What follows belongs to an exercise in optimizing a design on an open flow for small area; a production flow would make more cautious choices.
In this exercise RTL edits were held to simulation tests only and were not proved equivalent to the original.
Power is estimated from default activity; no workload was simulated.

## the previous run
==> module pixel_processing, before the edit <==
module pixel_processing#(
    parameter          ROW_NUM = 9'd96,      
    parameter          COL_NUM = 9'd32,      
    parameter          DATA_WIDTH  = 16
)(
    input              rst,
    input              video_clk,
	input     [15:0]   rgb565_i,
    input              data_valid,
	output    [15:0]   pixel_mean,
    output             odata_val
   );
localparam AW = 22;             
localparam NL = 4;              
localparam NS = 8;              
reg [4:0]   col_cnt;
reg [6:0]   row_cnt;
reg         pend;
reg [15:0]  pix;
reg [2:0]   ph;
reg [NL*AW-1:0] ring [0:NS-1];
wire [NL*AW-1:0] port_q = ring[NS-1];
wire        hit  = pend && (ph == col_cnt[4:2]);
wire        clr  = row_cnt[1:0] == 2'd0;
wire        last_col = col_cnt == COL_NUM-1;
wire        edge_row = (row_cnt[6:2] == 5'd0) || (row_cnt[6:2] == ROW_NUM/4-1);
wire        emit = (row_cnt[1:0] == 2'd3) && (edge_row || col_cnt == 5'd0 || last_col);
wire [AW-1:0] acc = clr ? {AW{1'b0}} : port_q[AW-1:0];
wire [AW-1:0] addend = {2'b0, pix[15:11], 2'b0, pix[10:5], 2'b0, pix[4:0]};
wire [AW-1:0] sum;
wire [AW:0]   cy;
genvar b;
generate for (b = 0; b < AW; b = b + 1) begin : add
    wire cin = (b == 0 || b == 7 || b == 15) ? 1'b0 : cy[b];
    assign sum[b]  = acc[b] ^ addend[b] ^ cin;
    assign cy[b+1] = (acc[b] & addend[b]) | (cin & (acc[b] ^ addend[b]));
end endgenerate
assign pixel_mean = {sum[21:17], sum[14:9], sum[6:2]};
assign odata_val  = hit && emit;
integer i;
always@(posedge video_clk)begin
    for (i = 1; i < NS; i = i + 1) ring[i] <= ring[i-1];
    ring[0] <= hit ? {sum, port_q[NL*AW-1:AW]} : port_q;
end
always@(posedge video_clk)begin
    if (data_valid) pix <= rgb565_i;
end
always@(posedge video_clk or posedge rst)begin
    if(rst)begin
        ph      <= 'b0;
        pend    <= 1'b0;
        col_cnt <= 'b0;
        row_cnt <= 'b0;
    end else begin
        ph <= ph + 1'b1;
        if (data_valid)  pend <= 1'b1;
        else if (hit)    pend <= 1'b0;
        if (hit) begin
            col_cnt <= col_cnt + 1'b1;
            if (last_col) row_cnt <= (row_cnt == ROW_NUM-1) ? 7'd0 : row_cnt + 1'b1;
        end
    end
end
endmodule
export LEC_CHECK = 0
export CAP_MARGIN = 20
export CORE_MARGIN = 2
export CORE_UTILIZATION = 70
export SLEW_MARGIN = 20
create_clock -name core_clock -period 10.0 [get_ports {video_clk}]
standard.sh (not shown) runs the stock make flow with config.mk's settings and CLKGATE_MAP_FILE= SYNTH_SCRIPT=/design/flow/synth_recipe.tcl, a recipe that flattens the netlist after the stock synthesis.
==> flow/flow/run.sh <==
#!/bin/bash
# Own layout flow: the standard flow (standard.sh) with these changes:
#  - synthesis maps the logic with an area-oriented ABC script (abc_map.script)
#    instead of ORFS's speed script; the rest of the synthesis is unchanged,
#    so the registers are the standard synthesis's;
#  - CTS without dummy loads and with smaller clock buffers;
#  - the smallest buffer cell for the port buffers.
# Each tool's output is in orfs/logs/; the make output is in flow_make.log.
set -euo pipefail
here=$(cd "$(dirname "$0")" && pwd)
rm -rf scripts_local
cp -r "$FLOW_HOME/scripts" scripts_local
cp "$here/abc_map.script" scripts_local/abc_speed.script
export SCRIPTS_DIR=$PWD/scripts_local
source "$here/knobs.sh"
export CTS_ARGS BUFFER_PORTS_ARGS
bash standard.sh finish > flow_make.log 2>&1
==> flow/flow/abc_map.script <==
&get -n
&st
&syn2
&dch -f
&nf -R 1000 -p
&st
&syn2
&dch -f
&nf -R 1000 -p
&put
==> flow/flow/knobs.sh <==
CTS_ARGS="-sink_clustering_enable -repair_clock_nets -sink_clustering_size 20 -sink_clustering_max_diameter 60 -buf_list sky130_fd_sc_hd__clkbuf_8 -dont_use_dummy_load"
BUFFER_PORTS_ARGS="-buffer_cell sky130_fd_sc_hd__buf_1"
Modified inputs, the current run compared to the previous run
--- a/flow/design.v
+++ b/flow/design.v
@@ -20,30 +20,47 @@
 reg [15:0]  pix;
 reg [2:0]   ph;
 reg [NL*AW-1:0] ring [0:NS-1];
 wire [NL*AW-1:0] port_q = ring[NS-1];
 wire        hit  = pend && (ph == col_cnt[4:2]);
+wire [1:0]  lane = col_cnt[1:0];
 wire        clr  = row_cnt[1:0] == 2'd0;
 wire        last_col = col_cnt == COL_NUM-1;
 wire        edge_row = (row_cnt[6:2] == 5'd0) || (row_cnt[6:2] == ROW_NUM/4-1);
 wire        emit = (row_cnt[1:0] == 2'd3) && (edge_row || col_cnt == 5'd0 || last_col);
-wire [AW-1:0] acc = clr ? {AW{1'b0}} : port_q[AW-1:0];
+wire [NL-1:0] wsel;    
+wire [NL-1:0] rsel;    
+reg  [AW-1:0] acc;
+genvar g;
+generate for (g = 0; g < NL; g = g + 1) begin : dec
+    assign wsel[g] = hit && lane == g;
+    assign rsel[g] = !clr && lane == g;
+end endgenerate
+integer k;
+always @(*) begin
+    acc = {AW{1'b0}};
+    for (k = 0; k < NL; k = k + 1) acc = acc | ({AW{rsel[k]}} & port_q[k*AW +: AW]);
+end
 wire [AW-1:0] addend = {2'b0, pix[15:11], 2'b0, pix[10:5], 2'b0, pix[4:0]};
 wire [AW-1:0] sum;
 wire [AW:0]   cy;
 genvar b;
 generate for (b = 0; b < AW; b = b + 1) begin : add
     wire cin = (b == 0 || b == 7 || b == 15) ? 1'b0 : cy[b];
     assign sum[b]  = acc[b] ^ addend[b] ^ cin;
     assign cy[b+1] = (acc[b] & addend[b]) | (cin & (acc[b] ^ addend[b]));
 end endgenerate
-assign pixel_mean = {sum[21:17], sum[14:9], sum[6:2]};
+wire [6:0]  sum_r = sum[21:15];
+wire [7:0]  sum_g = sum[14:7];
+wire [6:0]  sum_b = sum[6:0];
+assign pixel_mean = {sum_r[6:2], sum_g[7:2], sum_b[6:2]};
 assign odata_val  = hit && emit;
 integer i;
 always@(posedge video_clk)begin
     for (i = 1; i < NS; i = i + 1) ring[i] <= ring[i-1];
-    ring[0] <= hit ? {sum, port_q[NL*AW-1:AW]} : port_q;
+    for (i = 0; i < NL; i = i + 1)
+        ring[0][i*AW +: AW] <= ({AW{wsel[i]}} & sum) | ({AW{~wsel[i]}} & port_q[i*AW +: AW]);
 end
 always@(posedge video_clk)begin
     if (data_valid) pix <= rgb565_i;
 end
 always@(posedge video_clk or posedge rst)begin
==> run summary <==
Lower share of total power in combinational logic among the previous run and the current run: the current run
The current run has wire length above what the previous run had.
Against the previous run, number of nets in the layout in the current run rose by a little under 10%.
Diff the previous run..the current run | power dissipated in sequential cells | negligible
Compared with the previous run, the current run shows a lower total power.
Total instance count after detailed placement is higher on the current run
The current run against the previous run: die area went up by 320 um^2, wire length of the first global-routing pass moved up, worst setup slack dropped 0.80 ns.

static timing again, ports no longer ideal:
Ports are ideal in the flow. The routed layouts listed here were re-timed in OpenROAD.
Step 1 assumes that a clkbuf_16 drives the clock port and a buf_2 every other input.
Step 2 times the ports against the registers' clock, not the clock port: input delays grow and output delays shrink by t, the midpoint of the rising clock arrivals with the driver on.
a / b / c = ideal / step 1 / step 2; a / b = the first two.
run | t (ns) | setup slack, ns | hold slack, ns | worst register clock-pin slew, ns | pins driven straight from the clock port
the previous run | 0.603 | 3.841 / 3.799 / 4.401 | 0.313 / 0.313 / 0.313 | 0.11 / 0.11 | 1
the current run | 0.606 | 3.039 / 2.997 / 3.603 | 0.318 / 0.318 / 0.318 | 0.11 / 0.11 | 1
After both steps setup and hold are still met in every run listed.
